From an optimization exercise on the open Yosys and OpenROAD flow, aimed at small area, a short achievable clock period and few clock cycles; shortcuts taken in it are not production practice.
RTL that was checked went through simulation tests only; none was proved equivalent to the original.

// FPU_FSM
module FPU_FSM (
  input wire clk,
  input wire reset,
  input wire start,
  input wire       sign_bit_a,
  input wire [7:0] int_part_a,
  input wire [7:0] frac_part_a,
  input wire       sign_bit_b,
  input wire [7:0] int_part_b,
  input wire [7:0] frac_part_b,
  input wire [1:0] S,  
  output wire [31:0] result,
  output wire       sign_bit_result,
  output wire [7:0] int_part_result,
  output wire [7:0] frac_part_result,
  output reg done
);
Size: roughly 3200 cells after synthesis, about 80 flip-flops, roughly 89 I/O pins, ~18000 um^2 of cells after synthesis.
export LEC_CHECK = 0
export ABC_AREA = 1
export CAP_MARGIN = 20
export CORE_MARGIN = 2
export CORE_UTILIZATION = 50
export PLACE_DENSITY = 0.65
export SLEW_MARGIN = 20
create_clock -name core_clock -period 22.0 [get_ports {clk}]
standard.sh (not shown) runs the stock make flow with config.mk's settings and CLKGATE_MAP_FILE= SYNTH_SCRIPT=/design/flow/synth_recipe.tcl, a recipe that flattens the netlist after the stock synthesis.
==> flow/flow/run.sh <==
#!/bin/bash
set -euo pipefail
cd "$(dirname "$0")/.."
bash standard.sh SETUP_SLACK_MARGIN=12 finish > standard_flow.log 2>&1
The first run finished with timing, DRC and antenna clean.
Then changed:
--- a/flow/design.v
+++ b/flow/design.v
@@ -137,26 +137,23 @@
   wire div_end = q[K-1] ? ~ge[K + 1 + pc] : ~ge[K + pc];
   wire [5:0] bud_t = bud - K[5:0] - {2'd0, pc};
   wire [5:0] bud_t1 = bud - K[5:0] - 6'd1 - {2'd0, pc};
   wire [5:0] bud_next = q[K-1] ? bud_t1 : bud_t;
   wire [MW-1:0] MQn = {mo, MQ[MW-1:K]};
   wire [16+MW-1:0] P = {X[15:0], MQ};
   localparam PT = 16 + MW - 1;
-  wire [16+MW-1:0] Pl = {xs[K][15:0], MQn};
-  wire pcl = Pl[PT];
-  wire [16+MW-1:0] Pn = pcl ? Pl : {Pl[PT-1:0], 1'b0};
-  wire [22:0] pm = P[PT-1:PT-23];
-  wire pg = P[PT-24];
-  wire pr = P[PT-25];
-  wire ps = |P[PT-26:0];
+  wire pcar = P[PT];
+  wire [22:0] pm = pcar ? P[PT-1:PT-23] : P[PT-2:PT-24];
+  wire pg = pcar ? P[PT-24] : P[PT-25];
+  wire pr = pcar ? P[PT-25] : P[PT-26];
+  wire ps = pcar ? (|P[PT-26:0]) : (|P[PT-27:0]);
   wire rnd = pg & (pr | ps | pm[0]);
   wire ones = &pm;
-  wire ovf = rnd & ones;
   wire [22:0] pm_r = !rnd ? pm : (ones ? 23'h400000 : pm + 23'd1);
-  wire [7:0] pe = res[30:23] + {7'd0, ovf};
+  wire [7:0] pe = res[30:23] + {7'd0, pcar} + {7'd0, rnd & ones};
   always @(posedge clk or posedge reset) begin
     if (reset) begin
       b_mul <= 1'b0;
       pk <= 1'b0;
       b_div <= 1'b0;
       done <= 1'b0;
     end else begin
@@ -180,15 +177,15 @@
       end
     end
   end
   integer j;
   always @(posedge clk) begin
     cnt <= cnt + 3'd1;
     if (!idle) begin
-      X <= (b_mul && cnt == NMC - 1) ? {1'b0, Pn[16+MW-1:MW]} : xs[K];
+      X <= xs[K];
       bud <= bud_next;
     end
     if (idle && start) begin
       dm <= S[0];
       V <= S[0] ? ~{1'b0, Bn} : {1'b0, Bn};
       bud <= q0 ? 6'd23 : 6'd22;
       if (S[0]) begin
@@ -208,30 +205,22 @@
           res[30:23] <= ex ^ 8'h80;
           res[22:ML] <= mq0;
         end
       end else begin
         res <= {sac ^ sbc, (q0 ? ex : ex1) ^ 8'h80, 23'd0};
       end
     end
-    if (b_mul) begin
-      if (cnt == NMC - 1) begin
-        res[22:ML] <= Pn[MW-1:0];
-        res[30:23] <= res[30:23] + {7'd0, pcl};
-      end else begin
-        res[22:ML] <= MQn;
-      end
-    end
+    if (b_mul) res[22:ML] <= MQn;
     if (b_div) begin
       for (j = 0; j < 23; j = j + 1)
         if (cnt == (23 - j) / K) res[j] <= qv[(23 - j) % K];
     end
   end
   assign result = pk ? {res[31], pe, pm_r} : res;
-  wire [7:0] rs = res[30:23];
-  wire wov = pk & ovf;
-  wire [25:0] W = {wov, 1'b1, wov ? 23'd0 : result[22:0], 1'b0};
-  wire [7:0] u = 8'd143 - rs;
-  wire [25:0] Ws = W >> u[4:0];
-  wire inr = (rs >= 8'd118) && (rs <= 8'd143);
+  wire [7:0] re = result[30:23];
+  wire [24:0] W = {1'b1, result[22:0], 1'b0};
+  wire [7:0] u = 8'd143 - re;
+  wire [24:0] Ws = W >> u[4:0];
+  wire inr = (re >= 8'd119) && (re <= 8'd143);
   assign {int_part_result, frac_part_result} = inr ? Ws[15:0] : 16'd0;
   assign sign_bit_result = result[31];
 endmodule
What happened: Maximum frequency is lower by 0.51%; via count is lower by 4.6%; non-clock buffer count is higher by 14; final cell count is lower by 3.5%.
Testbench counts after the change, summed over its fixed seeds: cycles 41,078.
Only the layout flow was run in the first run of this note; the RTL was not checked for function there.

---

The RTL this note starts from:
==> flow/design.v <==
module FPU_FSM (
  input wire clk,
  input wire reset,
  input wire start,
  input wire       sign_bit_a,
  input wire [7:0] int_part_a,
  input wire [7:0] frac_part_a,
  input wire       sign_bit_b,
  input wire [7:0] int_part_b,
  input wire [7:0] frac_part_b,
  input wire [1:0] S,  
  output wire [31:0] result,
  output wire       sign_bit_result,
  output wire [7:0] int_part_result,
  output wire [7:0] frac_part_result,
  output reg done
);
  localparam K = 3;                    
  localparam KM = 2 * K;               
  localparam NMC = (17 + KM - 1) / KM;  
  localparam MW = NMC * KM;            
  localparam ML = 23 - MW;             
  wire [15:0] A = {int_part_a, frac_part_a};
  wire [15:0] B = {int_part_b, frac_part_b};
  wire nzA = |A;
  wire nzB = |B;
  wire sac = sign_bit_a & nzA;
  wire sbc = sign_bit_b & nzB;
  wire eff_sub = sac ^ sbc ^ S[0];
  wire [16:0] s_ab = {1'b0, A} + {1'b0, B};
  wire [16:0] d_ab = {1'b0, A} - {1'b0, B};
  wire [15:0] d_ba = B - A;
  wire a_lt_b = d_ab[16];
  wire [16:0] M = !eff_sub ? s_ab : (a_lt_b ? {1'b0, d_ba} : d_ab);
  wire add_sign = (eff_sub & a_lt_b) ? (sbc ^ S[0]) : sac;
  wire [16:0] nin = M;
  reg [16:0] nt;
  reg [4:0] nz;
  always @(*) begin
    nt = nin;
    nz[4] = (nt[16:1] == 16'd0); if (nz[4]) nt = {nt[0], 16'd0};
    nz[3] = (nt[16:9] == 8'd0);  if (nz[3]) nt = {nt[8:0], 8'd0};
    nz[2] = (nt[16:13] == 4'd0); if (nz[2]) nt = {nt[12:0], 4'd0};
    nz[1] = (nt[16:15] == 2'd0); if (nz[1]) nt = {nt[14:0], 2'd0};
    nz[0] = ~nt[16];             if (nz[0]) nt = {nt[15:0], 1'b0};
  end
  reg [15:0] at;
  reg [3:0] az;
  always @(*) begin
    at = A;
    az[3] = (at[15:8] == 8'd0);  if (az[3]) at = {at[7:0], 8'd0};
    az[2] = (at[15:12] == 4'd0); if (az[2]) at = {at[11:0], 4'd0};
    az[1] = (at[15:14] == 2'd0); if (az[1]) at = {at[13:0], 2'd0};
    az[0] = ~at[15];             if (az[0]) at = {at[14:0], 1'b0};
  end
  reg [15:0] bt;
  reg [3:0] bz;
  always @(*) begin
    bt = B;
    bz[3] = (bt[15:8] == 8'd0);  if (bz[3]) bt = {bt[7:0], 8'd0};
    bz[2] = (bt[15:12] == 4'd0); if (bz[2]) bt = {bt[11:0], 4'd0};
    bz[1] = (bt[15:14] == 2'd0); if (bz[1]) bt = {bt[13:0], 2'd0};
    bz[0] = ~bt[15];             if (bz[0]) bt = {bt[14:0], 1'b0};
  end
  wire [15:0] An = nzA ? at : 16'h8000;
  wire [15:0] Bn = nzB ? bt : 16'h8000;
  wire [7:0] ea = nzA ? (8'd134 - {4'd0, az}) : 8'd0;
  wire [7:0] eb = nzB ? (8'd134 - {4'd0, bz}) : 8'd0;
  reg [7:0] add_e;
  always @(*) begin
    case (nz)
      5'd0: add_e = 8'd135;  5'd1: add_e = 8'd134;  5'd2: add_e = 8'd133;
      5'd3: add_e = 8'd132;  5'd4: add_e = 8'd131;  5'd5: add_e = 8'd130;
      5'd6: add_e = 8'd129;  5'd7: add_e = 8'd128;  5'd8: add_e = 8'd127;
      5'd9: add_e = 8'd126;  5'd10: add_e = 8'd125; 5'd11: add_e = 8'd124;
      5'd12: add_e = 8'd123; 5'd13: add_e = 8'd122; 5'd14: add_e = 8'd121;
      5'd15: add_e = 8'd120; default: add_e = 8'd119;
    endcase
  end
  wire mzero = eff_sub ? (A == B) : ~(nzA | nzB);
  wire [31:0] add_res = mzero ? {add_sign, 31'd0}
                      : {add_sign, add_e, nt[15:0], 7'd0};
  wire [4:0] blen = 5'd16 - {1'b0, az};
  reg [2:0] mcyc;
  integer c;
  always @(*) begin
    mcyc = NMC;
    for (c = NMC - 1; c >= 1; c = c - 1)
      if (blen + 5'd1 <= c * KM) mcyc = c;
  end
  wire [MW-1:0] mq0 = {An, {(MW-16){1'b0}}} >> (MW + 1 - KM * mcyc);
  wire q0 = (An >= Bn);
  wire [7:0] ex = ea + (eb ^ {8{S[0]}}) + {7'd0, ~S[0]};
  wire [7:0] ex1 = ex - 8'd1;
  reg [31:0] res;
  reg b_mul, b_div, pk;
  reg dm;              
  reg pcr;             
  reg [2:0] cnt;
  reg [16:0] X;        
  reg [15:0] V;        
  reg bp;              
  reg [5:0] bud;       
  wire idle = ~(b_mul | b_div);
  wire [MW-1:0] MQ = res[22:ML];    
  wire [16:0] xs [0:K];
  wire [K-1:0] q;      
  wire [KM-1:0] mo;    
  assign xs[0] = X;
  genvar g;
  generate
    for (g = 0; g < K; g = g + 1) begin : stg
      wire blo = (g == 0) ? bp : MQ[2*g-1];
      wire b0 = MQ[2*g];
      wire b1 = MQ[2*g+1];
      wire one = b0 ^ blo;
      wire two = (b1 & ~b0 & ~blo) | (~b1 & b0 & blo);
      wire [17:0] mag = one ? {2'b0, V} : two ? {1'b0, V, 1'b0} : 18'd0;
      wire inv = dm | b1;
      wire [17:0] mg = dm ? {2'b0, V} : mag;
      wire [18:0] op1 = dm ? {2'b0, xs[g]} : {{2{xs[g][16]}}, xs[g]};
      wire [18:0] op2 = {19{inv}} ^ {1'b0, mg};
      wire [18:0] sum = op1 + op2 + {18'd0, inv};
      wire qq = ~sum[18];
      wire [15:0] y = qq ? sum[15:0] : xs[g][15:0];
      assign xs[g+1] = dm ? {y, 1'b0} : sum[18:2];
      assign q[g] = qq;
      assign mo[2*g+1:2*g] = sum[1:0];
    end
  endgenerate
  wire [2*K:0] ge;
  genvar n;
  generate
    for (n = 0; n <= 2 * K; n = n + 1) begin : gen_ge
      assign ge[n] = ~bud[5] && (bud[4:0] >= n);
    end
  endgenerate
  reg [K-1:0] qv;
  reg [3:0] pc;        
  integer t;
  always @(*) begin
    pc = 4'd0;
    for (t = 0; t < K - 1; t = t + 1) begin
      qv[t] = q[t] & ge[t + pc];
      pc = pc + {3'd0, q[t]};
    end
    qv[K-1] = q[K-1] & ge[K - 1 + pc];
  end
  wire div_end = q[K-1] ? ~ge[K + 1 + pc] : ~ge[K + pc];
  wire [5:0] bud_t = bud - K[5:0] - {2'd0, pc};
  wire [5:0] bud_t1 = bud - K[5:0] - 6'd1 - {2'd0, pc};
  wire [5:0] bud_next = q[K-1] ? bud_t1 : bud_t;
  wire [MW-1:0] MQn = {mo, MQ[MW-1:KM]};
  wire [16+MW-1:0] P = {X[15:0], MQ};
  localparam PT = 16 + MW - 1;
  wire [16+MW-1:0] Pl = {xs[K][15:0], MQn};
  wire pcl = Pl[PT-1];
  wire [16+MW-1:0] Pn = pcl ? {Pl[PT-1:0], 1'b0} : {Pl[PT-2:0], 2'b0};
  wire [22:0] pm = P[PT-1:PT-23];
  wire pg = P[PT-24];
  wire pr = P[PT-25];
  wire ps = |P[PT-26:0];
  wire rnd = pg & (pr | ps | pm[0]);
  wire ones = &pm;
  wire ovf = rnd & ones;
  wire [22:0] pm_r = !rnd ? pm : (ones ? 23'h400000 : pm + 23'd1);
  wire [7:0] pke = res[30:23] + {7'd0, pcr};    
  wire [7:0] pe = pke + {7'd0, ovf};
  always @(posedge clk or posedge reset) begin
    if (reset) begin
      b_mul <= 1'b0;
      pk <= 1'b0;
      b_div <= 1'b0;
      done <= 1'b0;
    end else begin
      done <= 1'b0;
      if (idle) begin
        if (start) begin
          pk <= 1'b0;
          if (!S[1] || (!S[0] && !(nzA && nzB))) done <= 1'b1;
          else if (!S[0]) b_mul <= 1'b1;
          else b_div <= 1'b1;
        end
      end
      if (b_mul && cnt == NMC - 1) begin
        b_mul <= 1'b0;
        pk <= 1'b1;
        done <= 1'b1;
      end
      if (b_div && div_end) begin
        b_div <= 1'b0;
        done <= 1'b1;
      end
    end
  end
  integer j;
  always @(posedge clk) begin
    cnt <= cnt + 3'd1;
    if (!idle) begin
      X <= (b_mul && cnt == NMC - 1) ? {1'b0, Pn[16+MW-1:MW]} : xs[K];
      bud <= bud_next;
    end
    if (idle && start) begin
      dm <= S[0];
      V <= Bn;
      bp <= 1'b0;
      bud <= q0 ? 6'd23 : 6'd22;
      if (S[0]) begin
        X <= q0 ? {1'b0, An} : {An, 1'b0};
        cnt <= 3'd0;
      end else begin
        X <= 17'd0;
        cnt <= NMC - mcyc;
      end
    end
    if (idle && start) begin
      if (!S[1]) begin
        res <= add_res;
      end else if (!S[0]) begin
        res <= {sac ^ sbc, 31'd0};
        if (nzA && nzB) begin
          res[30:23] <= ex ^ 8'h80;
          res[22:ML] <= mq0;
        end
      end else begin
        res <= {sac ^ sbc, (q0 ? ex : ex1) ^ 8'h80, 23'd0};
      end
    end
    if (b_mul) begin
      pcr <= pcl;
      bp <= MQ[KM-1];
      if (cnt == NMC - 1) begin
        res[22:ML] <= Pn[MW-1:0];
      end else begin
        res[22:ML] <= MQn;
      end
    end
    if (b_div) begin
      for (j = 0; j < 23; j = j + 1)
        if (cnt == (23 - j) / K) res[j] <= qv[(23 - j) % K];
    end
  end
  assign result = pk ? {res[31], pe, pm_r} : res;
  wire [7:0] rs = pk ? pke : res[30:23];
  wire wov = pk & ovf;
  wire [25:0] W = {wov, 1'b1, wov ? 23'd0 : result[22:0], 1'b0};
  wire [7:0] u = 8'd143 - rs;
  wire [25:0] Ws = W >> u[4:0];
  wire inr = (rs >= 8'd118) && (rs <= 8'd143);
  assign {int_part_result, frac_part_result} = inr ? Ws[15:0] : 16'd0;
  assign sign_bit_result = result[31];
endmodule
Settings: LEC_CHECK=0, ABC_AREA=1, CAP_MARGIN=20, CORE_MARGIN=2, CORE_UTILIZATION=50, PLACE_DENSITY=0.65, SLEW_MARGIN=20; clock period 22.0 ns.
run.sh (not shown) runs the stock make flow with config.mk's settings and CLKGATE_MAP_FILE= SYNTH_SCRIPT=/design/flow/synth_recipe.tcl, a recipe that flattens the netlist after the stock synthesis.
Stock flow here: none of the scripts above is used.
Testbench counts at the start, summed over its fixed seeds: cycles 35,965.
Then changed:
--- a/flow/design.v
+++ b/flow/design.v
@@ -193,7 +193,30 @@
       end
     end
   end
+  reg [31:0] rn;
   integer j;
+  always @(*) begin
+    rn = res;
+    if (idle && start) begin
+      if (!S[0]) begin
+        rn = {sac ^ sbc, 31'd0};
+        if (nzA && nzB) begin
+          rn[30:23] = ex ^ 8'h80;
+          rn[22:ML] = mq0;
+        end
+      end else begin
+        rn = {sac ^ sbc, (q0 ? ex : ex1) ^ 8'h80, 23'd0};
+      end
+    end
+    if (b_mul) begin
+      if (cnt == NMC - 1) rn[22:ML] = Pn[MW-1:0];
+      else rn[22:ML] = MQn;
+    end
+    if (b_div) begin
+      for (j = 0; j < 23; j = j + 1)
+        if (cnt == (23 - j) / K) rn[j] = qv[(23 - j) % K];
+    end
+  end
   always @(posedge clk) begin
     cnt <= cnt + 3'd1;
     if (!idle) begin
@@ -213,31 +236,10 @@
         cnt <= NMC - mcyc;
       end
     end
-    if (idle && start) begin
-      if (!S[1]) begin
-        res <= add_res;
-      end else if (!S[0]) begin
-        res <= {sac ^ sbc, 31'd0};
-        if (nzA && nzB) begin
-          res[30:23] <= ex ^ 8'h80;
-          res[22:ML] <= mq0;
-        end
-      end else begin
-        res <= {sac ^ sbc, (q0 ? ex : ex1) ^ 8'h80, 23'd0};
-      end
-    end
+    res <= (idle && start && !S[1]) ? add_res : rn;
     if (b_mul) begin
       pcr <= pcl;
       bp <= MQ[KM-1];
-      if (cnt == NMC - 1) begin
-        res[22:ML] <= Pn[MW-1:0];
-      end else begin
-        res[22:ML] <= MQn;
-      end
-    end
-    if (b_div) begin
-      for (j = 0; j < 23; j = j + 1)
-        if (cnt == (23 - j) / K) res[j] <= qv[(23 - j) % K];
     end
   end
   assign result = pk ? {res[31], pe, pm_r} : res;
The changed run went through all stages and came out clean.
Wire length came out lower by 2.1%.
Synthesized area is lower by 2.6%.
Global-route usage came out higher by 0.46 points.
Die area is lower by 2.5%.
Via count goes down by 2.1%.
Worst setup slack loses 0.060 ns.
Fmax fell by 0.55%.
Testbench counts after the change, summed over its fixed seeds: cycles 35,965.

what the ideal ports hide:
The flow's constraints put no driver on any port. The routed layouts listed below were extracted and timed again, unchanged, in two steps. Step 1 (the two cells are an assumption about what drives the block):
set clk [get_ports {clk}]
set_driving_cell -lib_cell sky130_fd_sc_hd__clkbuf_16 $clk
set_driving_cell -lib_cell sky130_fd_sc_hd__buf_2 [delete_from_list [all_inputs] $clk]
Step 2, shift: input delay + t, output delay - t, t = (earliest + latest rising clock arrival at the registers) / 2. This alone moves slack from input paths to output paths. a / b / c = no drivers / after step 1 / after step 2; a / b = the first two.
| run | shift t [ns] | setup slack, ns | latest minus earliest clock arrival (ns) | worst register clock-pin slew, ns | worst slew at a driven data input, ns |
|---|---|---|---|---|---|
| the first run of note 1 | 0.397 | 12.396 / 12.420 / 12.023 | 0.021 / 0.022 | 0.08 / 0.08 | 0.04 |
| the second run of note 1 | 0.395 | 12.347 / 12.304 / 12.054 | 0.016 / 0.015 | 0.07 / 0.07 | 0.05 |
| the first run of note 2 | 0.399 | 10.980 / 11.003 / 10.604 | 0.008 / 0.008 | 0.07 / 0.07 | 0.04 |
| the second run of note 2 | 0.399 | 10.919 / 10.942 / 10.543 | 0.017 / 0.017 | 0.08 / 0.08 | 0.04 |
After both steps every run listed still meets setup and hold.
